This design comes from an exercise in tuning for small area, a short achievable clock period and few clock cycles per item on the open sky130 flow, not from production work.
RTL that was checked went through simulation tests only; none was proved equivalent to the original.
For run 2, only the layout was checked, not whether the RTL still works.

### flow/flow/run.sh
#!/bin/bash
# Layout with the standard flow (standard.sh), with these changes:
#  - synthesis skips the full-adder extraction (ADDER_MAP_FILE empty), so the
#    carry-save adders of the SHA-256 round map to faster XOR/majority logic;
#    synthesis script, passes, flattening and renaming are otherwise standard;
#  - optionally, ports are buffered with buf_2 cells.
set -euo pipefail
EXTRA="ADDER_MAP_FILE= SETUP_SLACK_MARGIN=6.5 'BUFFER_PORTS_ARGS=-buffer_cell sky130_fd_sc_hd__buf_2'"
sed "s|\"\${@:-finish}\"|$EXTRA \"\${@:-finish}\"|" standard.sh > standard_own.sh
grep -q 'SETUP_SLACK_MARGIN=6.5' standard_own.sh
bash standard_own.sh synth > synth.log 2>&1
bash standard_own.sh finish > layout.log 2>&1
### flow/standard.sh
#!/bin/bash
# synth_recipe.tcl (not shown) runs the flow's synth.tcl, then flattens the netlist and writes it again
# the make line also repeats each setting of config.mk as NAME=value (left out here)
make -C /OpenROAD-flow-scripts/flow DESIGN_CONFIG=/design/flow/config.mk WORK_HOME=/design/flow/orfs CLKGATE_MAP_FILE= SYNTH_SCRIPT=/design/flow/synth_recipe.tcl "${@:-finish}"
### flow/config.mk
export PLATFORM = sky130hd
export DESIGN_NAME = bitcoin_hash
export DESIGN_NICKNAME = bitcoin_hash
export VERILOG_FILES = /design/flow/design.v
export SDC_FILE = /design/flow/constraint.sdc
export NUM_CORES = 8
export LEC_CHECK = 0
export ABC_AREA = 1
export CAP_MARGIN = 20
export CORE_MARGIN = 2
export CORE_UTILIZATION = 30
export CTS_CLUSTER_DIAMETER = 100
export CTS_CLUSTER_SIZE = 20
export SETUP_SLACK_MARGIN = 5
export SLEW_MARGIN = 20
### flow/constraint.sdc
create_clock -name core_clock -period 10.0 [get_ports {clk}]
set_input_delay 2.0000 -clock core_clock [delete_from_list [all_inputs] [get_ports {clk}]]
set_output_delay 2.0000 -clock core_clock [all_outputs]
set_load 0.01 [all_outputs]
### flow/design.v
module bitcoin_hash(input logic        clk, reset_n, start,
                    input logic [15:0] message_addr, output_addr,
                   output logic        done, mem_we,
                   output logic [15:0] mem_addr,
                   output logic [31:0] mem_write_data,
                    input logic [31:0] mem_read_data);
function automatic [31:0] rotr(input [31:0] x, input integer r);
    rotr = (x >> r) | (x << (32 - r));
endfunction
localparam logic [2047:0] KTAB = {
    32'hc67178f2, 32'hbef9a3f7, 32'ha4506ceb, 32'h90befffa,
    32'h8cc70208, 32'h84c87814, 32'h78a5636f, 32'h748f82ee,
    32'h682e6ff3, 32'h5b9cca4f, 32'h4ed8aa4a, 32'h391c0cb3,
    32'h34b0bcb5, 32'h2748774c, 32'h1e376c08, 32'h19a4c116,
    32'h106aa070, 32'hf40e3585, 32'hd6990624, 32'hd192e819,
    32'hc76c51a3, 32'hc24b8b70, 32'ha81a664b, 32'ha2bfe8a1,
    32'h92722c85, 32'h81c2c92e, 32'h766a0abb, 32'h650a7354,
    32'h53380d13, 32'h4d2c6dfc, 32'h2e1b2138, 32'h27b70a85,
    32'h14292967, 32'h06ca6351, 32'hd5a79147, 32'hc6e00bf3,
    32'hbf597fc7, 32'hb00327c8, 32'ha831c66d, 32'h983e5152,
    32'h76f988da, 32'h5cb0a9dc, 32'h4a7484aa, 32'h2de92c6f,
    32'h240ca1cc, 32'h0fc19dc6, 32'hefbe4786, 32'he49b69c1,
    32'hc19bf174, 32'h9bdc06a7, 32'h80deb1fe, 32'h72be5d74,
    32'h550c7dc3, 32'h243185be, 32'h12835b01, 32'hd807aa98,
    32'hab1c5ed5, 32'h923f82a4, 32'h59f111f1, 32'h3956c25b,
    32'he9b5dba5, 32'hb5c0fbcf, 32'h71374491, 32'h428a2f98};
localparam logic [31:0] IV0 = 32'h6a09e667, IV1 = 32'hbb67ae85, IV2 = 32'h3c6ef372, IV3 = 32'ha54ff53a,
                        IV4 = 32'h510e527f, IV5 = 32'h9b05688c, IV6 = 32'h1f83d9ab, IV7 = 32'h5be0cd19;
function automatic [63:0] csa(input [31:0] x, input [31:0] y, input [31:0] z);
    csa = {x ^ y ^ z, ((x & y) | (x & z) | (y & z)) << 1};
endfunction
function automatic [31:0] add_bk(input [31:0] x, input [31:0] y);
    logic [31:0] gg, pp;
    gg = x & y;
    pp = x ^ y;
    for (int l = 0; l < 5; l++)
        for (int i = 0; i < 32; i++)
            if (((i + 1) % (2 << l)) == 0) begin
                gg[i] = gg[i] | (pp[i] & gg[i - (1 << l)]);
                pp[i] = pp[i] & pp[i - (1 << l)];
            end
    for (int l = 3; l >= 0; l--)
        for (int i = 0; i < 32; i++)
            if (((i + 1) % (2 << l)) == (1 << l) && i >= (2 << l)) begin
                gg[i] = gg[i] | (pp[i] & gg[i - (1 << l)]);
                pp[i] = pp[i] & pp[i - (1 << l)];
            end
    add_bk = (x ^ y) ^ {gg[30:0], 1'b0};
endfunction
logic [31:0] a, b, c, d, e, f, g, h;
logic [31:0] w [0:15];
logic [31:0] ra [0:3];
logic [31:0] re [0:3];
logic [31:0] m;
logic        busy;       
logic        pro;        
logic [7:0]  tau;        
logic [3:0]  nonce;
logic        we_r;
logic [15:0] addr_r;
assign done           = ~busy;
assign mem_we         = we_r;
assign mem_addr       = addr_r;
assign mem_write_data = d;
logic        busy_n, pro_n, we_n;
logic [7:0]  tau_n;
logic [3:0]  nonce_n;
always_comb begin
    busy_n = busy; pro_n = pro; tau_n = tau + 8'd1; nonce_n = nonce;
    we_n = 1'b0;
    if (!busy) begin
        tau_n = 8'd0;
        pro_n = 1'b1;
        nonce_n = 4'd0;
        if (start) busy_n = 1'b1;
    end else if (pro) begin
        if (tau == 8'd81) begin pro_n = 1'b0; tau_n = 8'd0; end
    end else begin
        if (tau == 8'd134) we_n = 1'b1;
        if (tau == 8'd135) begin
            tau_n = 8'd0;
            nonce_n = nonce + 4'd1;
            if (nonce == 4'd15) busy_n = 1'b0;
        end
    end
end
localparam SEL_RND = 2'd0, SEL_ROT = 2'd1, SEL_IV = 2'd2, SEL_MID = 2'd3;
typedef struct packed {
    logic [1:0] asel;       
    logic       emit_w;     
    logic       emit_r;     
    logic       yzero;      
    logic [1:0] wsel;       
    logic [2:0] wc;         
    logic       kz1;        
    logic       kfold;      
    logic       kiv;        
    logic       tp;         
    logic       aload;      
    logic       awr;        
    logic [1:0] ainc;       
} ctrl_t;
function automatic ctrl_t decode(input logic bz, input logic pr, input logic [7:0] t);
    ctrl_t r;
    r = '0;
    r.asel = SEL_ROT;
    r.tp = t[0];            
    if (!bz) begin
        r.aload = 1'b1;
    end else if (pr) begin
        if (t == 8'd71) r.aload = 1'b1;
        if (t == 8'd72) r.ainc = 2'd1;
        if (t >= 8'd2 && t <= 8'd17) r.wsel = 2'd1;
        if (t == 8'd1 || t == 8'd9) r.asel = SEL_IV;
        if (t >= 8'd2 && t <= 8'd5) begin r.emit_r = 1'b1; r.yzero = 1'b1; end
        if (t == 8'd8 || t == 8'd80) r.kz1 = 1'b1;
        if (t == 8'd9) r.kiv = 1'b1;
        if (t >= 8'd10 && t <= 8'd73) r.asel = SEL_RND;
        if (t >= 8'd74 && t <= 8'd77) r.emit_r = 1'b1;
        if (t >= 8'd78) r.asel = SEL_MID;
        if (t >= 8'd74 && t <= 8'd76) r.wsel = 2'd1;
        if (t >= 8'd77) r.wsel = 2'd2;
        if (t == 8'd78) r.wc = 3'd2;         
    end else begin
        if (t <= 8'd63) r.asel = SEL_RND;
        if (t >= 8'd64 && t <= 8'd67) r.emit_w = 1'b1;
        if (t == 8'd67) begin r.asel = SEL_IV; r.kiv = 1'b1; end
        if (t == 8'd66 || t == 8'd134) r.kz1 = 1'b1;
        if (t == 8'd130) r.kfold = 1'b1;
        if (t >= 8'd68 && t <= 8'd131) r.asel = SEL_RND;
        if (t >= 8'd132) r.asel = SEL_MID;
        if (t == 8'd125) r.aload = 1'b1;
        if (t == 8'd126) r.ainc = 2'd1;
        if (t == 8'd133) begin r.aload = 1'b1; r.awr = 1'b1; end
        if (t == 8'd134) r.ainc = 2'd2;
        if (t <= 8'd7) begin r.wsel = 2'd2; r.wc = (t == 8'd7) ? 3'd3 : 3'd0; end
        if (t >= 8'd68 && t <= 8'd75) begin
            r.wsel = 2'd2;
            r.wc = (t == 8'd68) ? 3'd2 : (t == 8'd75) ? 3'd4 : 3'd0;
        end
        if (t >= 8'd128 && t <= 8'd130) r.wsel = 2'd1;
        if (t >= 8'd131) begin
            r.wsel = 2'd2;
            r.wc = (t == 8'd131) ? 3'd1 : (t == 8'd132) ? 3'd2 : 3'd0;
        end
    end
    decode = r;
endfunction
ctrl_t ct, ct_n;
assign ct_n = decode(busy, pro_n, tau_n);
always_ff @(posedge clk, negedge reset_n) begin
    if (!reset_n) begin
        busy  <= 1'b0;
        pro   <= 1'b0;
        tau   <= 8'd0;
        nonce <= 4'd0;
        we_r  <= 1'b0;
        ct    <= '0;
    end else begin
        busy  <= busy_n;
        pro   <= pro_n;
        tau   <= tau_n;
        nonce <= nonce_n;
        we_r  <= we_n;
        ct    <= ct_n;
    end
end
logic [5:0] kidx;       
logic [3:0] wnonce;     
always_ff @(posedge clk) begin
    kidx   <= ct.kz1 ? 6'd0 : kidx + 6'd1;
    wnonce <= pro ? 4'd0 : nonce + 4'd1;
end
wire [31:0] s1  = rotr(e, 6) ^ rotr(e, 11) ^ rotr(e, 25);
wire [31:0] ch  = (e & f) ^ (~e & g);
wire [31:0] s0  = rotr(a, 2) ^ rotr(a, 13) ^ rotr(a, 22);
wire [31:0] maj = (a & b) ^ (a & c) ^ (b & c);
wire [31:0] c1s, c1c, c2s, c2c, c3s, c3c, e1s, e1c, e2s, e2c;
assign {c1s, c1c} = csa(ch, maj, m);         
assign {c2s, c2c} = csa(s0, s1, c1s);
assign {c3s, c3c} = csa(c2s, c2c, c1c);
assign {e1s, e1c} = csa(ch, m, d);           
assign {e2s, e2c} = csa(e1s, e1c, s1);
wire        rnd   = (ct.asel == SEL_RND);
wire [31:0] a_cy  = (c3s + c3c) ^ c3s ^ c3c;
wire [31:0] e_cy  = (e2s + e2c) ^ e2s ^ e2c;
wire [31:0] kk = ct.kfold ? 32'hc67178f2 + IV0 : ct.kiv ? 32'h428a2f98 + IV7 : KTAB[32*kidx +: 32];
wire [31:0] m1s, m1c;
assign {m1s, m1c} = csa(w[9], g & {32{~ct.kiv}}, kk);
wire [31:0] sg0 = rotr(w[1], 7) ^ rotr(w[1], 18) ^ (w[1] >> 3);
wire [31:0] sg1 = rotr(w[14], 17) ^ rotr(w[14], 19) ^ (w[14] >> 10);
wire [31:0] n1s, n1c, n2s, n2c;
assign {n1s, n1c} = csa(sg1, w[9], sg0);
assign {n2s, n2c} = csa(n1s, n1c, w[0]);
wire [31:0] w_next = add_bk(n2s, n2c);
wire [31:0] xa = ct.tp ? c : a;
wire [31:0] xe = ct.tp ? g : e;
wire [31:0] sum_a = add_bk(xa, ra[3] & {32{~ct.yzero}});
wire [31:0] sum_e = add_bk(xe, re[3] & {32{~ct.yzero}});
wire [31:0] mid_a = ct.tp ? ra[2] : ra[0];
wire [31:0] mid_e = ct.tp ? re[2] : re[0];
logic [31:0] wconst, w_in, a_in, e_in, a_oth, e_oth;
always_comb begin
    case (ct.wc)
    3'd1:    wconst = {28'd0, wnonce};
    3'd2:    wconst = 32'h80000000;
    3'd3:    wconst = 32'd640;
    3'd4:    wconst = 32'd256;
    default: wconst = 32'd0;
    endcase
    if (ct.emit_w) w_in = sum_e;
    else case (ct.wsel)
    2'd0:    w_in = w_next;
    2'd1:    w_in = mem_read_data;
    default: w_in = wconst;
    endcase
    case (ct.asel)
    SEL_IV:  begin a_oth = IV0; e_oth = IV4; end
    SEL_MID: begin a_oth = mid_a; e_oth = mid_e; end
    default: begin a_oth = d; e_oth = h; end
    endcase
    a_in = (rnd ? c3s ^ c3c : a_oth) ^ (a_cy & {32{rnd}});
    e_in = (rnd ? e2s ^ e2c : e_oth) ^ (e_cy & {32{rnd}});
end
wire ivl = (ct.asel == SEL_IV);
always_ff @(posedge clk) begin
    a <= a_in; b <= ivl ? IV1 : a; c <= ivl ? IV2 : b; d <= ivl ? IV3 : c;
    e <= e_in; f <= ivl ? IV5 : e; g <= ivl ? IV6 : f; h <= ivl ? IV7 : g;
    for (int i = 0; i < 15; i++) w[i] <= w[i+1];
    w[11] <= ct.emit_w ? sum_a : w[12];
    w[15] <= w_in;
    ra[0] <= ct.emit_r ? sum_a : ra[3]; ra[1] <= ra[0]; ra[2] <= ra[1]; ra[3] <= ra[2];
    re[0] <= ct.emit_r ? sum_e : re[3]; re[1] <= re[0]; re[2] <= re[1]; re[3] <= re[2];
    m <= add_bk(m1s, m1c);
    addr_r <= ct.aload ? (ct.awr ? output_addr : message_addr)
                       : addr_r + ((ct.ainc == 2'd1) ? 16'd16 : (ct.ainc == 2'd2) ? {12'd0, nonce} : 16'd1);
end
endmodule
==> impl_metrics.yaml, run 1 <==
outcome:
  status: "no timing/DRC/antenna violations"
routing:
  drt-total-wl_um: 202000
  drcViolationCount: 0
  wl_per_cell_um: 19.9
  dr_total_vias: 49600
  drt_pre_antenna_iters: 6
  dr.first_iter.drc_count: 4392
  route.detailed.vias_per_inst: 4.87
  drt.antenna.violating_nets: 0
job:
  drv_cap: 0
min_path:
  min-delay-path-class: "flop to flop"
yosys:
  synthesis.yosys.warnings: 4
  postSynthRegisterBits: 1114
  largest_family_of_logic_cells_by_synthesized_area: "simple AND/OR/NAND/NOR gates"
  synth_async_sr_flop_share_pct: 2.87
  yosysUniqueCellTypes: 75
  netlist_area_um2: 53400
  synth-simple-area-share_pct: 29.1
  synth-compound-area-share_pct: 11.4
  post_synth_inst_count: 7594
  synth_edf_count: 0
  ys_dominant_reg_cell: "dfxtp_1"
  mappedNetlistNets: 7661
  synthMuxAreaShare_pct: 0
  synth_adder_area_share_pct: 0.0187
  synth.yosys.seq_area_share_pct: 42.0
  synthXorXnorAreaFrac_pct: 8.78
  synth_area_per_cell_um2: 7.04
clock_tree:
  clock_tree.buffer_depth: 3
  cts.sink_count: 1114
  cts_tree: "yes"
  clock_tree_root_buffer_cell: "clkbuf_16"
  h_tree_levels: 3
  worstSkewPairLatency_ns: 0.69
  cts-buffers-inserted: 69
  path_clk_slew_ns: 0.10
finish:
  mostFrequentLayoutCell: "nand2_1"
  area_of_the_multi_input_gates_um2: 29400
  area.growth.synth_to_final_pct: 19.4
  nNetsFinal: 7877
  final_core_utilization_pct: 36.2
  finalNonFillerCells: 10200
  fillCellCount: 18500
  mostFrequentLayoutCells: "nand2_1, dfxtp_1, inv_1"
  drive_gt1_share_pct: 17.2
  final-seq-area_um2: 22800
floorplanning:
  die_x_um: 426
  floorplan.die_area_um2: 182000
  ios: 117
  floorplan.core_area_um2: 176000
  floorplan.initialDensity_pct: 30.3
  placementRows: 154
  fp.dieH_um: 426
worst_setup_path:
  timing.critical_path.fanout_max: 6
  worst_r2r_endpoint: "a[30]"
  crit_path_end: "a[30]"
  cp_max_stage_delay_ns: 0.41
  cp_data_arrival_time_ns: 4.13
  worstPathBufferInverterCount: 2
  worstPathCellList: "xnor2_2, xor2_2, buf_4, or2_2, nand2_1, xor2_1, buf_4, or2_2, nand2_1, xor2_1, or2_2, nand2_1, o21ai_0, a21oi_1, o21ai_0, a21oi_1, nand2_1, nand3b_1, nand2_1"
  worstRegToRegCells: 19
  r2r_slack_ns: 6.47
  setup.worst_path.start_class: "flop"
  setup.worst_path.start: "e[3]"
  worst_r2r_startpoint: "e[3]"
  setup.worst_path.end_class: "flop"
  path_depth: 19
  cp_slowest_cell: "dfxtp_4"
  critPathKind: "flop to flop"
  critical-path-top-delay-family: "simple AND/OR/NAND/NOR gates"
  worst_ep_required_time_ns: 10.60
  critPathMostFrequentCell: "nand2_1"
sta:
  clock-skew-final_ns: 0.0403
  setup_repair_after_global_routing_missed_its_margin: "yes"
  max_slew_margin_pct: 17.1
  fmax_mhz: 283
  setup_tns_after_final_layout_ns: 0
  post_route_clock_period_utilization_pct: 35.3
  report.final.setup_viol: 0
  finalMaxSlewViolations: 0
  final.min_clock_period_ns: 3.53
  hold_violations: 0
  worst-slew-pin-transition_ns: 1.24
grt:
  grt_max_degree: 81
  initial_antenna_violation_count: 12
  grt_pass1_wl_um: 288000
  first_global_vias: 45700
  overall_overflow_remaining_after_global_route: 0
  grt_usage_pct: 21.2
placed_design:
  post-place-cells: 9873
  finalWeightedCongestion: 0.970
  port-buffer-count: 116
  dp.final_hpwl_um: 154000
==> synth_stat cells, drive strengths merged (14+ instances only) <==
library cell  instances  area [um^2]
a21boi               44          334
or2                 135          852
o21bai               34          270
o21ai               576         2930
nand3               488         2470
o22ai                22          138
a21o                 31          233
nor2                511         2030
o221ai               14          123
a31oi                42          263
xnor2               194         1730
a21oi               198         1010
xor2                334         2960
o211ai               37          293
inv                 964         3620
nor3                 43          235
nand3b               27          203
buf                  83          526
nand4                37          231
o32ai                15          131
nand2              2462         9420
dfrtp                32          801
clkbuf              125          479
dfxtp              1082        21700
nor4                 14         87.6
==> per-stage QoR <==
stage | hold WS [ns] | instance area, um^2 | setup slack [ns]
2_1_floorplan | 0.310 | 53400 | 7.23
3_3_place_gp | 0.310 | 56200 | 5.39
3_5_place_dp | 0.312 | 56200 | 5.34
4_1_cts | 0.303 | 59800 | 6.48
5_1_grt | 0.304 | 63800 | 6.34
6_report | 0.301 | 63800 | 6.47
==> state kept, by name (all words and copies together), names as in the netlist, 16 cells and up <==
register / cells
g: 32
ct: 18
addr_r: 16
b: 32
h: 32
f: 32
e: 32
w: 512
c: 32
a: 32
re: 128
d: 32
m: 32
ra: 128
==> cells by family (layout without fill, tap and decap cells) <==
kind of cell / Yosys count / count (layout)
AND/OR/NAND/NOR: 3723 / 3724
buffers and inverters: 1174 / 1409
flip-flops: 1114 / 1114
AO/OA/AOI/OAI: 1054 / 1054
XOR/XNOR: 528 / 528
adder cells (fa/ha/maj): 1 / 1
other: 0 / 3
==> how the worst min path moves through the flow <==
stage              from  endpoint  cells past startpoint
2_1_floorplan  ra[1][0]  ra[2][0]                      0
3_3_place_gp   w[8][16]  w[7][16]                      0
3_5_place_dp   w[13][5]  w[12][5]                      0
4_1_cts        w[15][1]  w[14][1]                      0
5_1_grt        w[15][1]  w[14][1]                      0
6_report       w[3][15]  w[2][15]                      0
==> what timing repair did <==
item                       4_1_cts  5_1_grt
gates resized for setup        301      715
cloned                           4       11
hold endpoints to repair         0        0
setup buffers                   42      149
pin swaps                       21      136
setup endpoints to repair      201      146
hold buffers                     0        0
==> routing by layer <==
layer  wire length [um]  GRT usage (%)  vias to the layer above  part of all wire [%]
li1                   -              -                    24100                     -
met1              87500           28.3                    23300                    43
met2              90300           33.9                     1764                    45
met3              13800           2.75                      365                   6.8
met4              10500           9.42                        6                   5.2
met5                 45              0                        -                 0.022
==> final cells by class <==
type	count	area share [%]
diodes	3	0.0118
clock buffers	75	2.79
flip-flops and latches	1114	35.7
repair inverters	1	0.0137
inverters	966	5.85
multi-input cells	5307	46.1
well taps	2340	4.59
repair buffers	351	4.57
clock inverters	16	0.318
Testbench counts, summed over its fixed seeds: cycles 90,360, hashes 640.
==> inputs of run 2 (changes only) <==
--- a/flow/design.v
+++ b/flow/design.v
@@ -177,5 +177,8 @@
 wire [31:0] maj = (a & b) ^ (a & c) ^ (b & c);
 wire [31:0] c1s, c1c, c2s, c2c, c3s, c3c, e1s, e1c, e2s, e2c;
-assign {c1s, c1c} = csa(ch, maj, m);         
+wire [31:0] chm = (e & (f ^ m)) | (~e & (g ^ m));           
+wire [31:0] mj  = (a & (b | c)) | (~a & (b & c));           
+assign c1s = chm ^ mj;
+assign c1c = ((m & (ch | mj)) | (~m & (ch & mj))) << 1;     
 assign {c2s, c2c} = csa(s0, s1, c1s);
 assign {c3s, c3c} = csa(c2s, c2c, c1c);
--- a/flow/config.mk
+++ b/flow/config.mk
@@ -9,5 +9,5 @@
 export CAP_MARGIN = 20
 export CORE_MARGIN = 2
-export CORE_UTILIZATION = 30
+export CORE_UTILIZATION = 50
 export CTS_CLUSTER_DIAMETER = 100
 export CTS_CLUSTER_SIZE = 20
==> impl_metrics.yaml, run 2 <==
yosys:
  ys_dominant_reg_cell: "dfxtp_1"
  synth_async_sr_flop_share_pct: 2.87
  netlist_area_um2: 53200
  post_synth_inst_count: 7504
  synthMuxAreaShare_pct: 0
  synth.top_cell.area_share_pct: 40.7
  synth_top_cells_by_area: "dfxtp_1, nand2_1, inv_1, xor2_1, o21ai_0"
  synth_adder_area_share_pct: 0
  synth-simple-area-share_pct: 27.8
  mappedNetlistNets: 7571
  synth_edf_count: 0
  largest_family_of_logic_cells_by_synthesized_area: "simple AND/OR/NAND/NOR gates"
  synthesis.yosys.warnings: 4
  yosysUniqueCellTypes: 85
  synth.cells.most_frequent: "nand2_1, dfxtp_1, inv_1"
  yosysTopAreaCell: "dfxtp_1"
  postSynthRegisterBits: 1114
  synthXorXnorAreaFrac_pct: 9.20
  synth_area_per_cell_um2: 7.09
  synth.yosys.seq_area_share_pct: 42.2
  synth-compound-area-share_pct: 12.0
  synth.most_common_cell: "nand2_1"
floorplanning:
  ios: 117
  floorplan.core_area_um2: 105000
  die_x_um: 330
  floorplan.initialDensity_pct: 50.5
  floorplan.die_area_um2: 109000
  fp.dieH_um: 330
  placementRows: 119
placed_design:
  port-buffer-count: 116
  dp.final_hpwl_um: 146000
  post-place-cells: 8848
  finalWeightedCongestion: 0.982
clock_tree:
  h_tree_levels: 3
  cts-buffers-inserted: 68
  clock_tree.buffer_depth: 3
  clock_tree_root_buffer_cell: "clkbuf_16"
  cts_hold_repair.buffers: 0
  path_clk_slew_ns: 0.09
  worstSkewPairLatency_ns: 0.70
  cts_tree: "yes"
  cts.sink_count: 1114
grt:
  grt_pass1_wl_um: 272000
  first_global_vias: 43300
  grt_max_degree: 91
  grt_usage_pct: 33.6
  overall_overflow_remaining_after_global_route: 0
  initial_antenna_violation_count: 4
finish:
  finalNonFillerCells: 9124
  nNetsFinal: 7784
  mostFrequentLayoutCell: "nand2_1"
  register_bank_with_the_most_flops: "w"
  area.growth.synth_to_final_pct: 17.7
  largest_reg_flops: 512
  reg_top3: "w (512), ra (128), re (128)"
  drive_gt1_share_pct: 18.9
  mostFrequentLayoutCells: "nand2_1, dfxtp_1, inv_1"
worst_setup_path:
  timing.critical_path.fanout_max: 6
  worst_ep_required_time_ns: 10.58
  critPathKind: "flop to flop"
  worstRegToRegCells: 19
  r2r_slack_ns: 6.51
  setup.worst_path.start_class: "flop"
  cp_data_arrival_time_ns: 4.07
  setup.worst_path.end_class: "flop"
sta:
  finalMaxSlewViolations: 0
  fmax_mhz: 287
  hold_violations: 0
  final.min_clock_period_ns: 3.49
  worst-slew-pin-transition_ns: 0.906
  clock-skew-final_ns: 0.0481
  max_slew_margin_pct: 39.2
  setup_tns_after_final_layout_ns: 0
  report.final.setup_viol: 0
  setup_repair_after_global_routing_missed_its_margin: "yes"
  post_route_clock_period_utilization_pct: 34.9
routing:
  dr.first_iter.drc_count: 4353
  drt_pre_antenna_iters: 18
  drt.antenna.violating_nets: 0
  drcViolationCount: 0
  wl_per_cell_um: 21.0
  route.detailed.vias_per_inst: 5.34
  drt-total-wl_um: 192000
  dr_total_vias: 48700
outcome:
  status: "no timing/DRC/antenna violations"
job:
  drv_cap: 0
min_path:
  hold-path-cell-count: 0
  min-delay-path-class: "flop to flop"
## run 2: changes by cell type in the layout (fill, tap and decap cells not counted), moves of 24 or more
cell	change
nand2_1	-170
inv_2	+32
nand2_2	+39
buf_4	-24
nand3_1	-57
## run 2: final cells by class
| type | count | area, um^2 |
|---|---|---|
| sequential | 1114 | 22800 |
| timing repair buffer | 333 | 2740 |
| inverter | 988 | 3800 |
| clock buffer | 72 | 1740 |
| multi-input combinational | 5211 | 29600 |
| fill | 9870 | 42800 |
| timing repair inverter | 1 | 8.76 |
| tap | 1391 | 1740 |
| clock inverter | 12 | 188 |
| antenna | 2 | 5.00 |
## run 2: kinds of logic (layout without fill, tap and decap cells)
logic type | after synthesis | count (layout)
buffers and inverters | 1180 | 1406
AO/OA/AOI/OAI | 1102 | 1102
other | 0 | 2
AND/OR/NAND/NOR | 3556 | 3557
XOR/XNOR | 552 | 552
flip-flops | 1114 | 1114
## run 2: critical path, stage by stage, from the launching register on
cell	delay, ns
dfxtp_4	0.42
xnor2_4	0.19
xor2_4	0.20
buf_12	0.15
or2_4	0.26
nand2_2	0.07
nand4_1	0.18
nand2_2	0.15
xor2_2	0.25
xnor2_2	0.16
nor2_1	0.07
a21oi_2	0.31
o21bai_1	0.13
buf_4	0.18
nand2_1	0.08
nand2_2	0.09
nand3_2	0.10
nand4_1	0.19
nand3b_1	0.15
nand2_1	0.06
## run 2: path summary, 6_finish.rpt
| kind | from | to |
|---|---|---|
| worst max-delay path | e[8] | a[31] |
| worst min-delay path | w[10][9] | w[9][9] |
| worst max register to register | e[8] | a[31] |
| worst min register to register | w[10][9] | w[9][9] |
| max in group asynchronous | reset_n | ct[4] |
| min in group asynchronous | reset_n | tau[4] |
## run 2: metrics by stage
| step | util [%] | hold slack [ns] | setup WS (ns) | cell area, um^2 |
|---|---|---|---|---|
| 2_1_floorplan | - | 0.310 | 7.16 | 53200 |
| 3_3_place_gp | 52.0 | 0.310 | 5.45 | 54800 |
| 3_5_place_dp | 52.0 | 0.312 | 5.53 | 54800 |
| 4_1_cts | 55.2 | 0.312 | 6.41 | 58200 |
| 5_1_grt | 59.4 | 0.321 | 6.37 | 62700 |
| 6_report | 59.4 | 0.306 | 6.51 | 62700 |
## run 2: repair_timing
action,CTS,global route
pin swaps,22,196
gates cloned,2,7
setup buffers,39,141
endpoints found under the setup margin,239,135
endpoints found under the hold margin,0,0
resized for setup,290,826
## run 2: metal layers
| layer | vias up | GRT usage [%] | part of all wire [%] |
|---|---|---|---|
| met5 | - | 0 | 0 |
| met4 | 0 | 10.9 | 3.9 |
| met3 | 339 | 4.84 | 7.4 |
| met2 | 1662 | 54.2 | 45 |
| met1 | 22900 | 46.3 | 44 |
| li1 | 23800 | - | - |
==> inputs of run 3 (changes only) <==
--- a/flow/design.v
+++ b/flow/design.v
@@ -152,17 +152,15 @@
     if (!reset_n) begin
         busy  <= 1'b0;
-        pro   <= 1'b0;
-        tau   <= 8'd0;
-        nonce <= 4'd0;
         we_r  <= 1'b0;
-        ct    <= '0;
     end else begin
         busy  <= busy_n;
-        pro   <= pro_n;
-        tau   <= tau_n;
-        nonce <= nonce_n;
         we_r  <= we_n;
-        ct    <= ct_n;
     end
+end
+always_ff @(posedge clk) begin
+    pro   <= pro_n;
+    tau   <= tau_n;
+    nonce <= nonce_n;
+    ct    <= ct_n;
 end
 logic [5:0] kidx;       
@@ -177,8 +175,5 @@
 wire [31:0] maj = (a & b) ^ (a & c) ^ (b & c);
 wire [31:0] c1s, c1c, c2s, c2c, c3s, c3c, e1s, e1c, e2s, e2c;
-wire [31:0] chm = (e & (f ^ m)) | (~e & (g ^ m));           
-wire [31:0] mj  = (a & (b | c)) | (~a & (b & c));           
-assign c1s = chm ^ mj;
-assign c1c = ((m & (ch | mj)) | (~m & (ch & mj))) << 1;     
+assign {c1s, c1c} = csa(ch, maj, m);         
 assign {c2s, c2c} = csa(s0, s1, c1s);
 assign {c3s, c3c} = csa(c2s, c2c, c1c);
--- a/flow/config.mk
+++ b/flow/config.mk
@@ -9,5 +9,5 @@
 export CAP_MARGIN = 20
 export CORE_MARGIN = 2
-export CORE_UTILIZATION = 50
+export CORE_UTILIZATION = 45
 export CTS_CLUSTER_DIAMETER = 100
 export CTS_CLUSTER_SIZE = 20
==> impl_metrics.yaml, run 3 <==
yosys:
  synth.yosys.seq_area_share_pct: 42.3
  yosysUniqueCellTypes: 68
  postSynthRegisterBits: 1114
  synth.cells.most_frequent: "nand2_1, dfxtp_1, inv_1"
  netlist_area_um2: 52700
  synthesis.yosys.warnings: 4
  synth_edf_count: 0
  mappedNetlistNets: 7625
  synth.most_common_cell: "nand2_1"
  synth_top_cells_by_area: "dfxtp_1, nand2_1, inv_1, xor2_1, o21ai_0"
  ys_dominant_reg_cell: "dfxtp_1"
  synth_area_per_cell_um2: 6.98
  post_synth_inst_count: 7558
  synth.top_cell.area_share_pct: 42.2
  synth_async_sr_flop_share_pct: 0.180
  yosysTopAreaCell: "dfxtp_1"
sta:
  finalMaxSlewViolations: 0
  setup_repair_after_global_routing_missed_its_margin: "yes"
  clock-skew-final_ns: 0.0257
  hold-worst-slack_ns: 0.315
  post_route_clock_period_utilization_pct: 34.4
  fmax_mhz: 290
  worst-slew-pin-transition_ns: 1.09
  setup_tns_after_final_layout_ns: 0
  final.setup.worst_slack_ns: 6.56
  hold_violations: 0
  report.final.setup_viol: 0
  max_slew_margin_pct: 26.9
  final.min_clock_period_ns: 3.44
floorplanning:
  floorplan.initialDensity_pct: 45.4
  placementRows: 125
  fp.dieH_um: 346
  floorplan.core_area_um2: 116000
  die_x_um: 346
  ios: 117
  floorplan.die_area_um2: 120000
grt:
  overall_overflow_remaining_after_global_route: 0
  grt_max_degree: 85
  initial_antenna_violation_count: 13
  first_global_vias: 43900
  grt_pass1_wl_um: 283000
  grt_usage_pct: 31.8
routing:
  dr.first_iter.drc_count: 4387
  drcViolationCount: 0
  route.detailed.vias_per_inst: 5.31
  wl_per_cell_um: 21.6
  drt_pre_antenna_iters: 8
  drt.antenna.violating_nets: 0
  drt-total-wl_um: 201000
  dr_total_vias: 49300
placed_design:
  post-place-cells: 9032
  dp.final_hpwl_um: 153000
  port-buffer-count: 116
  place_ws_ns: 5.46
  finalWeightedCongestion: 0.974
  cell_area_placed_um2: 54600
clock_tree:
  worstSkewPairLatency_ns: 0.69
  cts.sink_count: 1114
  path_clk_slew_ns: 0.09
  cts_hold_repair.buffers: 0
  clock_tree_root_buffer_cell: "clkbuf_16"
  clock_tree.buffer_depth: 3
  cts-buffers-inserted: 69
  h_tree_levels: 3
  cts_tree: "yes"
finish:
  mostFrequentLayoutCell: "nand2_1"
  drive_gt1_share_pct: 15.5
  register_bank_with_the_most_flops: "w"
  non_filler_cell_area_final_um2: 61200
  nNetsFinal: 7795
  fillCellCount: 11500
  reg_top3: "w (512), ra (128), re (128)"
  mostFrequentLayoutCells: "nand2_1, dfxtp_1, inv_1"
  finalNonFillerCells: 9271
  final-seq-area_um2: 22600
  largest_reg_flops: 512
  area.growth.synth_to_final_pct: 16.0
  area_of_the_multi_input_gates_um2: 28800
worst_setup_path:
  critPathKind: "flop to primary output"
  worstPathCellList: "buf_2"
  worstPathBufferInverterCount: 1
  cp_max_stage_delay_ns: 0.56
  critical-path-top-delay-family: "flip-flops"
  worst_ep_required_time_ns: 8.00
  cp_data_arrival_time_ns: 1.44
  setup.worst_path.start_class: "flop"
  timing.critical_path.fanout_max: 4
  setup.worst_path.end_class: "primary output"
  cp_slowest_cell: "dfxtp_1"
outcome:
  status: "no timing/DRC/antenna violations"
job:
  drv_cap: 0
min_path:
  min-delay-path-class: "flop to flop"
[run 3: final timing paths]
kind	startpoint	to	slack (ns)	cells past startpoint
worst max-delay path	d[5]	mem_write_data[5]	6.56	1
worst min-delay path	w[6][24]	w[5][24]	0.32	0
worst max register to register	e[3]	a[28]	6.56	19
worst min register to register	w[6][24]	w[5][24]	0.32	0
max in group asynchronous	reset_n	busy	8.81	1
min in group asynchronous	reset_n	we_r	1.09	1
[run 3: cell type report]
| cell class | count | share of cell area (%) |
|---|---|---|
| Clock inverter | 14 | 0.309 |
| Clock buffer | 72 | 2.91 |
| Inverter | 911 | 5.72 |
| Sequential cell | 1114 | 37.0 |
| Tap cell | 1524 | 3.12 |
| Timing Repair inverter | 2 | 0.0225 |
| Multi-Input combinational cell | 5335 | 47.1 |
| Timing Repair Buffer | 295 | 3.86 |
| Antenna cell | 4 | 0.0164 |
[run 3: kinds of logic (layout without fill, tap and decap cells)]
logic type / after synthesis / after routing / share of synthesized area, %
buffers and inverters: 1109 / 1294 / 8.19
DFF: 1114 / 1114 / 42.3
and+or+nand+nor: 3732 / 3732 / 29.3
AOI/OAI and AO/OA: 1071 / 1071 / 11.4
other: 0 / 4 / 0
xor gates and xnor gates: 532 / 532 / 8.88
[run 3: metrics by stage]
step / util [%]
2_1_floorplan: -
3_3_place_gp: 47.0
3_5_place_dp: 47.0
4_1_cts: 50.1
5_1_grt: 52.7
6_report: 52.7
[run 3: metal layers]
metal	GRT usage, %	vias to the layer above	routed length, um
met4	11.7	8	8920
met2	50.0	1731	87400
met3	4.01	369	15200
li1	-	24000	-
met1	44.5	23200	89000
met5	0	-	46
[run 3: what timing repair did]
item                       CTS  global route
cloned                       6             7
pin swaps                   32           104
resized for setup          290           620
setup endpoints to repair  173           145
setup buffers               49            86
Testbench counts of run 3, summed over its fixed seeds: cycles 90,360, hashes 640.
==> inputs of run 4 (changes only) <==
--- a/flow/config.mk
+++ b/flow/config.mk
@@ -9,5 +9,5 @@
 export CAP_MARGIN = 20
 export CORE_MARGIN = 2
-export CORE_UTILIZATION = 45
+export CORE_UTILIZATION = 35
 export CTS_CLUSTER_DIAMETER = 100
 export CTS_CLUSTER_SIZE = 20
==> impl_metrics.yaml, run 4 <==
outcome:
  status: "no timing/DRC/antenna violations"
clock_tree:
  cts_tree: "yes"
  cts.sink_count: 1114
  path_clk_slew_ns: 0.09
  clock_tree_root_buffer_cell: "clkbuf_16"
  worstSkewPairLatency_ns: 0.73
  cts-buffers-inserted: 71
  clock_tree.buffer_depth: 3
  h_tree_levels: 3
sta:
  clock-skew-final_ns: 0.0478
  max_slew_margin_pct: 7.96
  final.min_clock_period_ns: 3.47
  fmax_mhz: 288
  hold_violations: 0
  setup_tns_after_final_layout_ns: 0
  worst-slew-pin-transition_ns: 1.38
  finalMaxSlewViolations: 0
  report.final.setup_viol: 0
  post_route_clock_period_utilization_pct: 34.7
  setup_repair_after_global_routing_missed_its_margin: "yes"
yosys:
  synth.top_cell.area_share_pct: 42.2
  synth.most_common_cell: "nand2_1"
  synth.cells.most_frequent: "nand2_1, dfxtp_1, inv_1"
  mappedNetlistNets: 7625
  yosysUniqueCellTypes: 68
  synth.yosys.seq_area_share_pct: 42.3
  synth_async_sr_flop_share_pct: 0.180
  synthesis.yosys.warnings: 4
  yosysTopAreaCell: "dfxtp_1"
  synth_edf_count: 0
  ys_dominant_reg_cell: "dfxtp_1"
  synth_area_per_cell_um2: 6.98
  synth_top_cells_by_area: "dfxtp_1, nand2_1, inv_1, xor2_1, o21ai_0"
  post_synth_inst_count: 7558
  postSynthRegisterBits: 1114
  netlist_area_um2: 52700
routing:
  wl_per_cell_um: 20.4
  drt_pre_antenna_iters: 6
  route.detailed.vias_per_inst: 5.00
  drcViolationCount: 0
  dr_total_vias: 48800
  dr.first_iter.drc_count: 4404
  drt-total-wl_um: 200000
  drt.antenna.violating_nets: 0
grt:
  first_global_vias: 44100
  overall_overflow_remaining_after_global_route: 0
  grt_pass1_wl_um: 285000
  initial_antenna_violation_count: 8
  grt_usage_pct: 25.0
  grt_max_degree: 93
floorplanning:
  floorplan.initialDensity_pct: 35.2
  ios: 117
  die_x_um: 392
  fp.dieH_um: 392
  floorplan.die_area_um2: 154000
  floorplan.core_area_um2: 150000
  placementRows: 142
placed_design:
  port-buffer-count: 116
  dp.final_hpwl_um: 155000
  finalWeightedCongestion: 0.971
finish:
  reg_top3: "w (512), ra (128), re (128)"
  area.growth.synth_to_final_pct: 17.2
  register_bank_with_the_most_flops: "w"
  fillCellCount: 15300
  nNetsFinal: 7793
  mostFrequentLayoutCells: "nand2_1, dfxtp_1, inv_1"
  largest_reg_flops: 512
  drive_gt1_share_pct: 15.2
  mostFrequentLayoutCell: "nand2_1"
worst_setup_path:
  worstPathBufferInverterCount: 0
  setup.worst_path.start_class: "flop"
  critPathKind: "flop to flop"
  cp_max_stage_delay_ns: 0.66
  cp_data_arrival_time_ns: 4.09
  worstPathCellList: "a21oi_1, a21oi_1, xor2_1, xor2_1, nand3_1, nand2_1, xor2_2, or2_2, nand2_1, o21ai_0, a21oi_1, nand2_1, a21oi_1, nand2_1, nand2_1, nand2_1, nand2_1"
  setup.worst_path.end_class: "flop"
  critPathMostFrequentCell: "nand2_1"
  cp_slowest_cell: "dfxtp_1"
  worst_ep_required_time_ns: 10.62
  critical-path-top-delay-family: "simple AND/OR/NAND/NOR gates"
  timing.critical_path.fanout_max: 5
job:
  drv_cap: 0
min_path:
  min-delay-path-class: "flop to flop"
## run 4: cell count changes in the layout (fill, tap and decap cells not counted), moves of 4 or more
cell	previous run	this run
dfxtp_2	76	90
dfxtp_4	61	49
xnor2_2	43	32
nand2_1	2303	2313
buf_4	148	140
xnor2_1	160	168
nor2_4	38	32
o21ai_4	16	22
nand2_2	121	116
o21ai_0	458	453
a21oi_1	200	204
inv_1	873	877
nor2_1	433	437
## run 4: worst reg2reg max path, delay by kind of cell, from the launching register on
| family | cells | cell delay, ns |
|---|---|---|
| simple gates | 9 | 1.00 |
| xor+xnor | 3 | 0.87 |
| compound gates | 5 | 0.86 |
| flops | 1 | 0.66 |
## run 4: area by class of cell
cell class                 instances  area (um^2)  area share (%)
clock buffer                      75         1810            2.93
timing repair buffer             292         2380            3.85
clock inverter                    19          314           0.508
tap                             2016         2520            4.08
timing repair inverter             1         7.51          0.0121
antenna                            2         5.00         0.00810
sequential                      1114        22600            36.6
inverter                         911         3480            5.64
multi-input combinational       5335        28700            46.4
## run 4: cells by family (layout without fill, tap and decap cells)
logic type,after synthesis,in the layout,share of synthesized area (%)
compound gates,1071,1071,11.4
xor+xnor,532,532,8.88
buf+inv,1109,1298,8.19
flops,1114,1114,42.3
other cells,0,2,0
simple gates,3732,3732,29.3
## run 4: through the flow
stage	util (%)	instance area (um^2)	worst slack [ns]	cells	hold slack, ns
2_1_floorplan	-	52700	7.17	7558	0.310
3_3_place_gp	36.9	55300	5.28	9528	0.310
3_5_place_dp	36.9	55300	5.30	9528	0.312
4_1_cts	39.2	58800	6.44	9661	0.295
5_1_grt	41.3	61800	6.36	9763	0.306
6_report	41.3	61800	6.53	9765	0.298
## run 4: per-layer routing
layer / GRT usage (%) / up-vias / wire (um)
met2: 40.4 / 1645 / 89100
li1: - / 24000 / -
met1: 33.8 / 22900 / 87800
met3: 3.77 / 351 / 14300
met4: 8.94 / 0 / 8340
met5: 0 / - / 0
## run 4: path summary, 6_finish.rpt
kind	from	to	slack (ns)	cells past startpoint
min in group asynchronous	reset_n	busy	1.06	1
max reg2reg	a[30]	a[31]	6.53	17
max	a[30]	a[31]	6.53	17
max in group asynchronous	reset_n	busy	8.84	1
min	w[10][22]	w[9][22]	0.30	0
min reg2reg	w[10][22]	w[9][22]	0.30	0
## run 4: repair_timing
action	CTS	global route
gates resized for setup	284	594
hold buffers	0	0
buffers inserted	34	95
setup endpoints to repair	178	146
pin swaps	19	114
gates cloned	5	6
hold endpoints to repair	0	0
==> inputs of run 5 (changes only) <==
--- a/flow/config.mk
+++ b/flow/config.mk
@@ -9,5 +9,5 @@
 export CAP_MARGIN = 20
 export CORE_MARGIN = 2
-export CORE_UTILIZATION = 35
+export CORE_UTILIZATION = 40
 export CTS_CLUSTER_DIAMETER = 100
 export CTS_CLUSTER_SIZE = 20
==> impl_metrics.yaml, run 5 <==
outcome:
  status: "no timing/DRC/antenna violations"
routing:
  dr.first_iter.drc_count: 4220
  drcViolationCount: 0
  drt.antenna.violating_nets: 0
  dr_total_vias: 49000
  wl_per_cell_um: 21.0
  drt_pre_antenna_iters: 6
  route.detailed.vias_per_inst: 5.15
  drt-total-wl_um: 200000
placed_design:
  finalWeightedCongestion: 0.970
  dp.final_hpwl_um: 155000
  port-buffer-count: 116
  place_ws_ns: 5.37
yosys:
  synth_edf_count: 0
  yosysTopAreaCell: "dfxtp_1"
  ys_dominant_reg_cell: "dfxtp_1"
  synthXorXnorAreaFrac_pct: 8.88
  netlist_area_um2: 52700
  synth-compound-area-share_pct: 11.4
  synthMuxAreaShare_pct: 0
  synth.yosys.seq_area_share_pct: 42.3
  postSynthRegisterBits: 1114
  synth.cells.most_frequent: "nand2_1, dfxtp_1, inv_1"
  synth_area_per_cell_um2: 6.98
  synth_top_cells_by_area: "dfxtp_1, nand2_1, inv_1, xor2_1, o21ai_0"
  synth.top_cell.area_share_pct: 42.2
  yosysUniqueCellTypes: 68
  mappedNetlistNets: 7625
  post_synth_inst_count: 7558
  synth_adder_area_share_pct: 0
  synth-simple-area-share_pct: 29.3
  synth_async_sr_flop_share_pct: 0.180
  synthesis.yosys.warnings: 4
  synth.most_common_cell: "nand2_1"
  largest_family_of_logic_cells_by_synthesized_area: "simple AND/OR/NAND/NOR gates"
clock_tree:
  clock_tree.buffer_depth: 3
  path_clk_slew_ns: 0.09
  worstSkewPairLatency_ns: 0.73
  h_tree_levels: 3
  cts.sink_count: 1114
  cts_hold_repair.buffers: 0
  cts_tree: "yes"
  clock_tree_root_buffer_cell: "clkbuf_16"
  cts-buffers-inserted: 70
finish:
  largest_reg_flops: 512
  fillCellCount: 13300
  nNetsFinal: 7805
  mostFrequentLayoutCells: "nand2_1, dfxtp_1, inv_1"
  drive_gt1_share_pct: 15.8
  register_bank_with_the_most_flops: "w"
  area.growth.synth_to_final_pct: 17.2
  mostFrequentLayoutCell: "nand2_1"
  reg_top3: "w (512), ra (128), re (128)"
worst_setup_path:
  cp_data_arrival_time_ns: 1.47
  critPathKind: "flop to primary output"
  worst_r2r_startpoint: "e[9]"
  worstPathBufferInverterCount: 1
  setup.worst_path.end_class: "primary output"
  worst_ep_required_time_ns: 8.00
  path_depth: 1
  setup.worst_path.start_class: "flop"
  worstPathCellList: "buf_2"
  cp_slowest_cell: "dfxtp_1"
  timing.critical_path.fanout_max: 4
  worstRegToRegCells: 19
  critical-path-top-delay-family: "flip-flops"
  cp_max_stage_delay_ns: 0.51
  worst_r2r_endpoint: "a[31]"
  r2r_slack_ns: 6.56
grt:
  initial_antenna_violation_count: 14
  grt_max_degree: 84
  grt_pass1_wl_um: 285000
  grt_usage_pct: 28.3
  first_global_vias: 44300
  overall_overflow_remaining_after_global_route: 0
floorplanning:
  floorplan.die_area_um2: 135000
  placementRows: 133
  fp.dieH_um: 367
  die_x_um: 367
  ios: 117
  floorplan.core_area_um2: 131000
  floorplan.initialDensity_pct: 40.2
sta:
  post_route_clock_period_utilization_pct: 34.7
  report.final.setup_viol: 0
  final.setup.worst_slack_ns: 6.53
  setup_tns_after_final_layout_ns: 0
  worst-slew-pin-transition_ns: 1.21
  fmax_mhz: 289
  final.min_clock_period_ns: 3.47
  max_slew_margin_pct: 18.9
  clock-skew-final_ns: 0.0354
  hold_violations: 0
  finalMaxSlewViolations: 0
  setup_repair_after_global_routing_missed_its_margin: "yes"
min_path:
  hold-path-cell-count: 0
  sink_of_the_worst_hold_path: "w[10][0]"
  min-delay-path-class: "flop to flop"
  hold_path.startpoint: "w[11][0]"
job:
  drv_cap: 0
-- run 5: per-stage QoR --
stage | instances | util (%) | hold WS, ns | area, um^2
2_1_floorplan | 7558 | - | 0.310 | 52700
3_3_place_gp | 9263 | 41.9 | 0.310 | 54900
6_report | 9519 | 47.1 | 0.309 | 61800
4_1_cts | 9396 | 44.6 | 0.312 | 58500
5_1_grt | 9514 | 47.1 | 0.313 | 61800
3_5_place_dp | 9263 | 41.9 | 0.312 | 54900
-- run 5: cells by family after synthesis --
| kind of cell | after synthesis |
|---|---|
| buf+inv | 1109 |
| compound gates | 1071 |
| flops | 1114 |
| simple gates | 3732 |
| xor+xnor | 532 |
-- run 5: cell type report --
| type | count | area (um^2) | area share, % |
|---|---|---|---|
| clock buffer | 74 | 1780 | 2.88 |
| tap | 1755 | 2200 | 3.55 |
| multi-input combinational | 5335 | 28900 | 46.8 |
| sequential | 1114 | 22600 | 36.6 |
| inverter | 911 | 3530 | 5.71 |
| antenna | 5 | 12.5 | 0.0202 |
| clock inverter | 19 | 343 | 0.555 |
| timing repair inverter | 2 | 27.5 | 0.0445 |
| timing repair buffer | 304 | 2340 | 3.79 |
-- run 5: per-layer routing --
layer  routed length, um  track usage [%]
met2               88900             45.0
met1               88700             38.6
met5                  40                0
met4                8230             10.2
met3               13900             4.48
-- run 5: what timing repair did --
action	in CTS	in global routing
pin swaps	25	123
setup endpoints to repair	187	141
buffers inserted	38	113
gates cloned	2	5
resized for setup	318	637
-- run 5: worst register-to-register path, cell delays in order, from the launching register on --
cell,delay [ns]
dfxtp_4,0.41
xnor2_2,0.28
xor2_2,0.18
or2_2,0.33
nand2_1,0.07
xor2_1,0.21
nand3_1,0.14
nand2_1,0.13
xor2_2,0.22
or2_2,0.19
nand2_1,0.17
nor2_2,0.24
nand2_1,0.12
o21bai_1,0.17
nand2_1,0.09
a21oi_1,0.06
nand2_2,0.13
nand2_1,0.07
nand2_1,0.08
nand2_1,0.05
-- run 5: worst max-delay path by stage --
stage	startpoint	end	slack (ns)
CTS	a[6]	a[31]	6.48
global route	tau[0]	ct[11]	6.34
floorplan	e[12]	e[18]	7.17
global placement	tau[0]	ra[0][31]	5.35
detailed placement	tau[0]	ra[0][31]	5.37
finish	d[13]	mem_write_data[13]	6.53
==> inputs of run 6 (changes only) <==
--- a/flow/design.v
+++ b/flow/design.v
@@ -181,6 +181,6 @@
 assign {e2s, e2c} = csa(e1s, e1c, s1);
 wire        rnd   = (ct.asel == SEL_RND);
-wire [31:0] a_cy  = (c3s + c3c) ^ c3s ^ c3c;
-wire [31:0] e_cy  = (e2s + e2c) ^ e2s ^ e2c;
+wire [31:0] a_cy  = add_bk(c3s, c3c) ^ c3s ^ c3c;
+wire [31:0] e_cy  = add_bk(e2s, e2c) ^ e2s ^ e2c;
 wire [31:0] kk = ct.kfold ? 32'hc67178f2 + IV0 : ct.kiv ? 32'h428a2f98 + IV7 : KTAB[32*kidx +: 32];
 wire [31:0] m1s, m1c;
==> impl_metrics.yaml, run 6 <==
worst_setup_path:
  worstRegToRegCells: 23
  worstPathCellList: "buf_4, nand2_8, nor2_4, inv_2, nand2_1, o21ai_1, o21ai_2, nand2_4, xor2_2, or2_0, nand2_1, nor2_2, nand4_1, nor2_2, nand2_4, nand2_4, nand2_2, nand2_2, nand2_2, nand2_2, nand2_2, nand3b_1, nand2_1"
  critical-path-top-delay-family: "simple AND/OR/NAND/NOR gates"
  r2r_slack_ns: 6.51
  worst_r2r_startpoint: "kidx[2]"
  worstPathBufferInverterCount: 2
  setup.worst_path.start: "kidx[2]"
  timing.critical_path.fanout_max: 6
  cp_slowest_cell: "dfxtp_4"
  critPathMostFrequentCell: "nand2_2"
  cp_max_stage_delay_ns: 0.45
  worst_r2r_endpoint: "m[31]"
  setup.worst_path.end_class: "flop"
  setup.worst_path.start_class: "flop"
  critPathKind: "flop to flop"
  cp_data_arrival_time_ns: 4.10
  worst_ep_required_time_ns: 10.61
floorplanning:
  ios: 117
  floorplan.initialDensity_pct: 40.3
  placementRows: 132
  floorplan.die_area_um2: 133000
  floorplan.core_area_um2: 129000
  fp.dieH_um: 365
  die_x_um: 365
placed_design:
  finalWeightedCongestion: 0.974
  dp.final_hpwl_um: 140000
  port-buffer-count: 116
grt:
  initial_antenna_violation_count: 6
  grt_usage_pct: 26.9
  grt_max_degree: 71
  first_global_vias: 43900
  overall_overflow_remaining_after_global_route: 0
  grt_pass1_wl_um: 267000
yosys:
  yosysUniqueCellTypes: 59
  postSynthRegisterBits: 1114
  synth_area_per_cell_um2: 6.93
  synth.cells.most_frequent: "nand2_1, dfxtp_1, inv_1"
  synth_top_cells_by_area: "dfxtp_1, nand2_1, inv_1, xor2_1, nand3_1"
  synth_edf_count: 0
  synth.top_cell.area_share_pct: 42.8
  netlist_area_um2: 52100
  mappedNetlistNets: 7582
  synth.most_common_cell: "nand2_1"
  synth.yosys.seq_area_share_pct: 42.9
  synthesis.yosys.warnings: 4
  post_synth_inst_count: 7515
  ys_dominant_reg_cell: "dfxtp_1"
  synth_async_sr_flop_share_pct: 0.180
  yosysTopAreaCell: "dfxtp_1"
finish:
  fillCellCount: 12900
  drive_gt1_share_pct: 14.7
  nNetsFinal: 7762
  reg_top3: "w (512), ra (128), re (128)"
  mostFrequentLayoutCell: "nand2_1"
  final_core_utilization_pct: 46.9
  largest_reg_flops: 512
  final-seq-area_um2: 22600
  area.growth.synth_to_final_pct: 16.5
  mostFrequentLayoutCells: "nand2_1, dfxtp_1, inv_1"
  register_bank_with_the_most_flops: "w"
  area_of_the_multi_input_gates_um2: 27600
sta:
  fmax_mhz: 287
  setup_tns_after_final_layout_ns: 0
  finalMaxSlewViolations: 0
  clock-skew-final_ns: 0.0363
  setup_repair_after_global_routing_missed_its_margin: "yes"
  report.final.setup_viol: 0
  max_slew_margin_pct: 27.6
  worst-slew-pin-transition_ns: 1.09
  post_route_clock_period_utilization_pct: 34.9
  hold_violations: 0
  final.min_clock_period_ns: 3.49
min_path:
  hold_path.startpoint: "w[4][0]"
  min-delay-path-class: "flop to flop"
  hold-path-cell-count: 0
  sink_of_the_worst_hold_path: "w[3][0]"
clock_tree:
  clock_tree_root_buffer_cell: "clkbuf_16"
  cts-buffers-inserted: 69
  cts_tree: "yes"
  cts_hold_repair.buffers: 0
  path_clk_slew_ns: 0.08
  clock_tree.buffer_depth: 3
  cts.sink_count: 1114
  worstSkewPairLatency_ns: 0.71
  h_tree_levels: 3
routing:
  drcViolationCount: 0
  drt_pre_antenna_iters: 6
  route.detailed.vias_per_inst: 5.14
  dr.first_iter.drc_count: 4181
  dr_total_vias: 48600
  wl_per_cell_um: 19.7
  drt-total-wl_um: 187000
  drt.antenna.violating_nets: 0
job:
  drv_cap: 0
outcome:
  status: "no timing/DRC/antenna violations"
-- run 6: cells by family (layout without fill, tap and decap cells) --
logic type | count (synthesis) | in the layout | share of synthesized area [%]
AND/OR/NAND/NOR | 3724 | 3725 | 29.2
buffers and inverters | 1175 | 1371 | 8.73
flip-flops | 1114 | 1114 | 42.9
AO/OA/AOI/OAI | 1023 | 1023 | 11.1
XOR/XNOR | 479 | 479 | 8.07
other | 0 | 3 | 0
-- run 6: how the worst max path moves through the flow --
stage	cells after the start	slack [ns]	to
6_report	23	6.51	m[31]
5_1_grt	30	6.30	a[31]
4_1_cts	27	6.48	a[31]
3_5_place_dp	24	5.21	ra[0][31]
3_3_place_gp	24	5.13	ra[0][31]
2_1_floorplan	22	7.12	e[31]
-- run 6: final cells by class --
type,count,area share [%]
multi-input cells,5227,45.5
flip-flops and latches,1114,37.3
inverters,980,6.28
repair buffers,301,3.98
well taps,1742,3.59
clock buffers,75,2.95
clock inverters,13,0.338
repair inverters,2,0.0268
diodes,3,0.0124
-- run 6: metal layers --
metal | GRT usage, % | vias to the layer above | routed length (um)
met5 | 0 | - | 27
met4 | 12.1 | 4 | 9580
met3 | 4.25 | 389 | 13600
met2 | 43.6 | 1631 | 83600
met1 | 35.2 | 22700 | 79900
li1 | - | 23800 | -
-- run 6: through the flow --
stage | setup slack (ns) | cell area, um^2 | std cells | hold slack [ns]
floorplan | 7.12 | 52100 | 7515 | 0.310
global placement | 5.13 | 54200 | 9205 | 0.310
detailed placement | 5.21 | 54200 | 9205 | 0.312
CTS | 6.48 | 57700 | 9347 | 0.293
global route | 6.30 | 60600 | 9454 | 0.313
finish | 6.51 | 60600 | 9457 | 0.302
-- run 6: repair_timing --
| item | in CTS | in global routing |
|---|---|---|
| endpoints found under the setup margin | 174 | 125 |
| setup buffers | 50 | 101 |
| cloned | 4 | 6 |
| resized for setup | 307 | 553 |
| pin swaps | 32 | 120 |
Testbench counts of run 6, summed over its fixed seeds: cycles 90,360, hashes 640.
==> inputs of run 7 (changes only) <==
--- a/flow/config.mk
+++ b/flow/config.mk
@@ -12,4 +12,5 @@
 export CTS_CLUSTER_DIAMETER = 100
 export CTS_CLUSTER_SIZE = 20
+export PLACE_DENSITY = 0.7
 export SETUP_SLACK_MARGIN = 5
 export SLEW_MARGIN = 20
==> impl_metrics.yaml, run 7 <==
routing:
  drt_pre_antenna_iters: 6
  route.detailed.vias_per_inst: 5.25
  wl_per_cell_um: 19.7
  drt-total-wl_um: 186000
  dr_total_vias: 49600
  drt.antenna.violating_nets: 0
  dr.first_iter.drc_count: 5013
  drcViolationCount: 0
worst_setup_path:
  worstPathBufferInverterCount: 1
  setup.worst_path.start_class: "flop"
  cp_data_arrival_time_ns: 1.46
  cp_slowest_cell: "dfxtp_1"
  worstPathCellList: "buf_2"
  timing.critical_path.fanout_max: 4
  critPathKind: "flop to primary output"
  critical-path-top-delay-family: "flip-flops"
  r2r_slack_ns: 6.55
  setup.worst_path.end_class: "primary output"
  cp_max_stage_delay_ns: 0.52
  worst_ep_required_time_ns: 8.00
finish:
  register_bank_with_the_most_flops: "w"
  drive_gt1_share_pct: 14.4
  nNetsFinal: 7755
  mostFrequentLayoutCells: "nand2_1, dfxtp_1, inv_1"
  reg_top3: "w (512), ra (128), re (128)"
  area.growth.synth_to_final_pct: 16.3
  mostFrequentLayoutCell: "nand2_1"
  non_filler_cell_area_final_um2: 60500
  largest_reg_flops: 512
sta:
  hold_violations: 0
  clock-skew-final_ns: 0.0568
  worst-slew-pin-transition_ns: 1.22
  fmax_mhz: 289
  report.final.setup_viol: 0
  final.min_clock_period_ns: 3.46
  max_slew_margin_pct: 18.4
  final.setup.worst_slack_ns: 6.54
  setup_tns_after_final_layout_ns: 0
  setup_repair_after_global_routing_missed_its_margin: "yes"
  finalMaxSlewViolations: 0
  post_route_clock_period_utilization_pct: 34.6
outcome:
  status: "no timing/DRC/antenna violations"
yosys:
  post_synth_inst_count: 7515
  synth_async_sr_flop_share_pct: 0.180
  yosysTopAreaCell: "dfxtp_1"
  postSynthRegisterBits: 1114
  synthesis.yosys.warnings: 4
  yosysUniqueCellTypes: 59
  synth_top_cells_by_area: "dfxtp_1, nand2_1, inv_1, xor2_1, nand3_1"
  ys_dominant_reg_cell: "dfxtp_1"
  synth_area_per_cell_um2: 6.93
  synth_edf_count: 0
  synth.yosys.seq_area_share_pct: 42.9
  synth.top_cell.area_share_pct: 42.8
  mappedNetlistNets: 7582
  netlist_area_um2: 52100
  synth.cells.most_frequent: "nand2_1, dfxtp_1, inv_1"
  synth.most_common_cell: "nand2_1"
floorplanning:
  floorplan.initialDensity_pct: 40.3
  floorplan.core_area_um2: 129000
  fp.dieH_um: 365
  floorplan.die_area_um2: 133000
  placementRows: 132
  ios: 117
  die_x_um: 365
clock_tree:
  cts_hold_repair.buffers: 0
  worstSkewPairLatency_ns: 0.74
  cts.sink_count: 1114
  cts-buffers-inserted: 68
  path_clk_slew_ns: 0.10
  h_tree_levels: 3
  cts_tree: "yes"
  clock_tree.buffer_depth: 3
  clock_tree_root_buffer_cell: "clkbuf_16"
placed_design:
  dp.final_hpwl_um: 139000
  cell_area_placed_um2: 54200
  place_ws_ns: 5.58
  finalWeightedCongestion: 0.988
  port-buffer-count: 116
min_path:
  min-delay-path-class: "flop to flop"
grt:
  overall_overflow_remaining_after_global_route: 0
  grt_usage_pct: 26.5
  grt_max_degree: 89
  first_global_vias: 44000
  grt_pass1_wl_um: 265000
  initial_antenna_violation_count: 10
job:
  drv_cap: 0
[run 7: cell counts after synthesis]
Identical to the previous run, type by type.
[run 7: metrics by stage]
step	hold WS (ns)	utilization, %	instances
floorplan	0.310	-	7515
global placement	0.310	41.9	9208
detailed placement	0.312	41.9	9208
CTS	0.285	44.5	9337
global route	0.294	46.8	9444
finish	0.289	46.8	9449
[run 7: cell type report]
type	count	area, um^2
Antenna cell	5	12.5
Clock buffer	72	1760
Clock inverter	12	206
Fill cell	12700	68800
Inverter	980	3800
Multi-Input combinational cell	5226	27500
Sequential cell	1114	22700
Tap cell	1742	2180
Timing Repair Buffer	297	2410
Timing Repair inverter	1	8.76
[run 7: logic make-up (layout without fill, tap and decap cells)]
group	Yosys count	in the layout	share of synthesized area, %
xor gates and xnor gates	479	479	8.07
DFF	1114	1114	42.9
other	0	5	0
and+or+nand+nor	3724	3724	29.2
buffers and inverters	1175	1362	8.73
AOI/OAI and AO/OA	1023	1023	11.1
[run 7: path summary, 6_finish.rpt]
path                            from  depth (start not counted)            endpoint
min in group asynchronous    reset_n                          1                busy
max in group asynchronous    reset_n                          1                busy
max reg2reg                  kidx[1]                         22               m[27]
min reg2reg                w[15][19]                          0           w[14][19]
min                        w[15][19]                          0           w[14][19]
max                            d[15]                          1  mem_write_data[15]
[run 7: layer usage]
metal	part of all wire [%]	GRT usage [%]	vias to the layer above
li1	-	-	23800
met2	44	42.7	2163
met3	9.2	4.97	514
met1	40	33.8	23200
met4	6.1	13.1	12
met5	0.042	0	-
[run 7: repair_timing]
item,4_1_cts,5_1_grt
cloned,3,11
setup buffers,42,96
pin swaps,22,111
resized for setup,295,558
setup endpoints to repair,155,129

[static timing again, ports no longer ideal]
No port has a modelled driver above. Below, the same layouts with a new extraction and two added sets of constraints.
Step 1 (the two cells are an assumption about what drives the block):
set clk [get_ports {clk}]
set_driving_cell -lib_cell sky130_fd_sc_hd__clkbuf_16 $clk
set_driving_cell -lib_cell sky130_fd_sc_hd__buf_2 [delete_from_list [all_inputs] $clk]
Step 2 moves the port delays by t, midway between the first and last clock arrival at a register: inputs arrive t later, outputs are due t later. That takes back most of the time a late clock gives input paths.
a / b / c = no drivers / after step 1 / after step 2; a / b = the first two.
run	shift t [ns]	slack for setup (ns)	worst hold slack (ns)	worst setup path at the end
run 1	0.743	6.471 / 6.471 / 6.471	0.301 / 0.301 / 0.301	register to register
run 2	0.748	6.511 / 6.444 / 6.511	0.306 / 0.306 / 0.306	register to register
run 3	0.756	6.556 / 6.477 / 6.558	0.315 / 0.315 / 0.315	register to register
run 4	0.780	6.527 / 6.491 / 6.527	0.298 / 0.298 / 0.298	register to register
run 5	0.791	6.535 / 6.453 / 6.562	0.309 / 0.309 / 0.309	register to register
run 6	0.768	6.510 / 6.487 / 6.510	0.302 / 0.302 / 0.302	register to register
run 7	0.793	6.544 / 6.467 / 6.551	0.289 / 0.289 / 0.289	register to register
After both steps setup and hold are still met in every run listed.
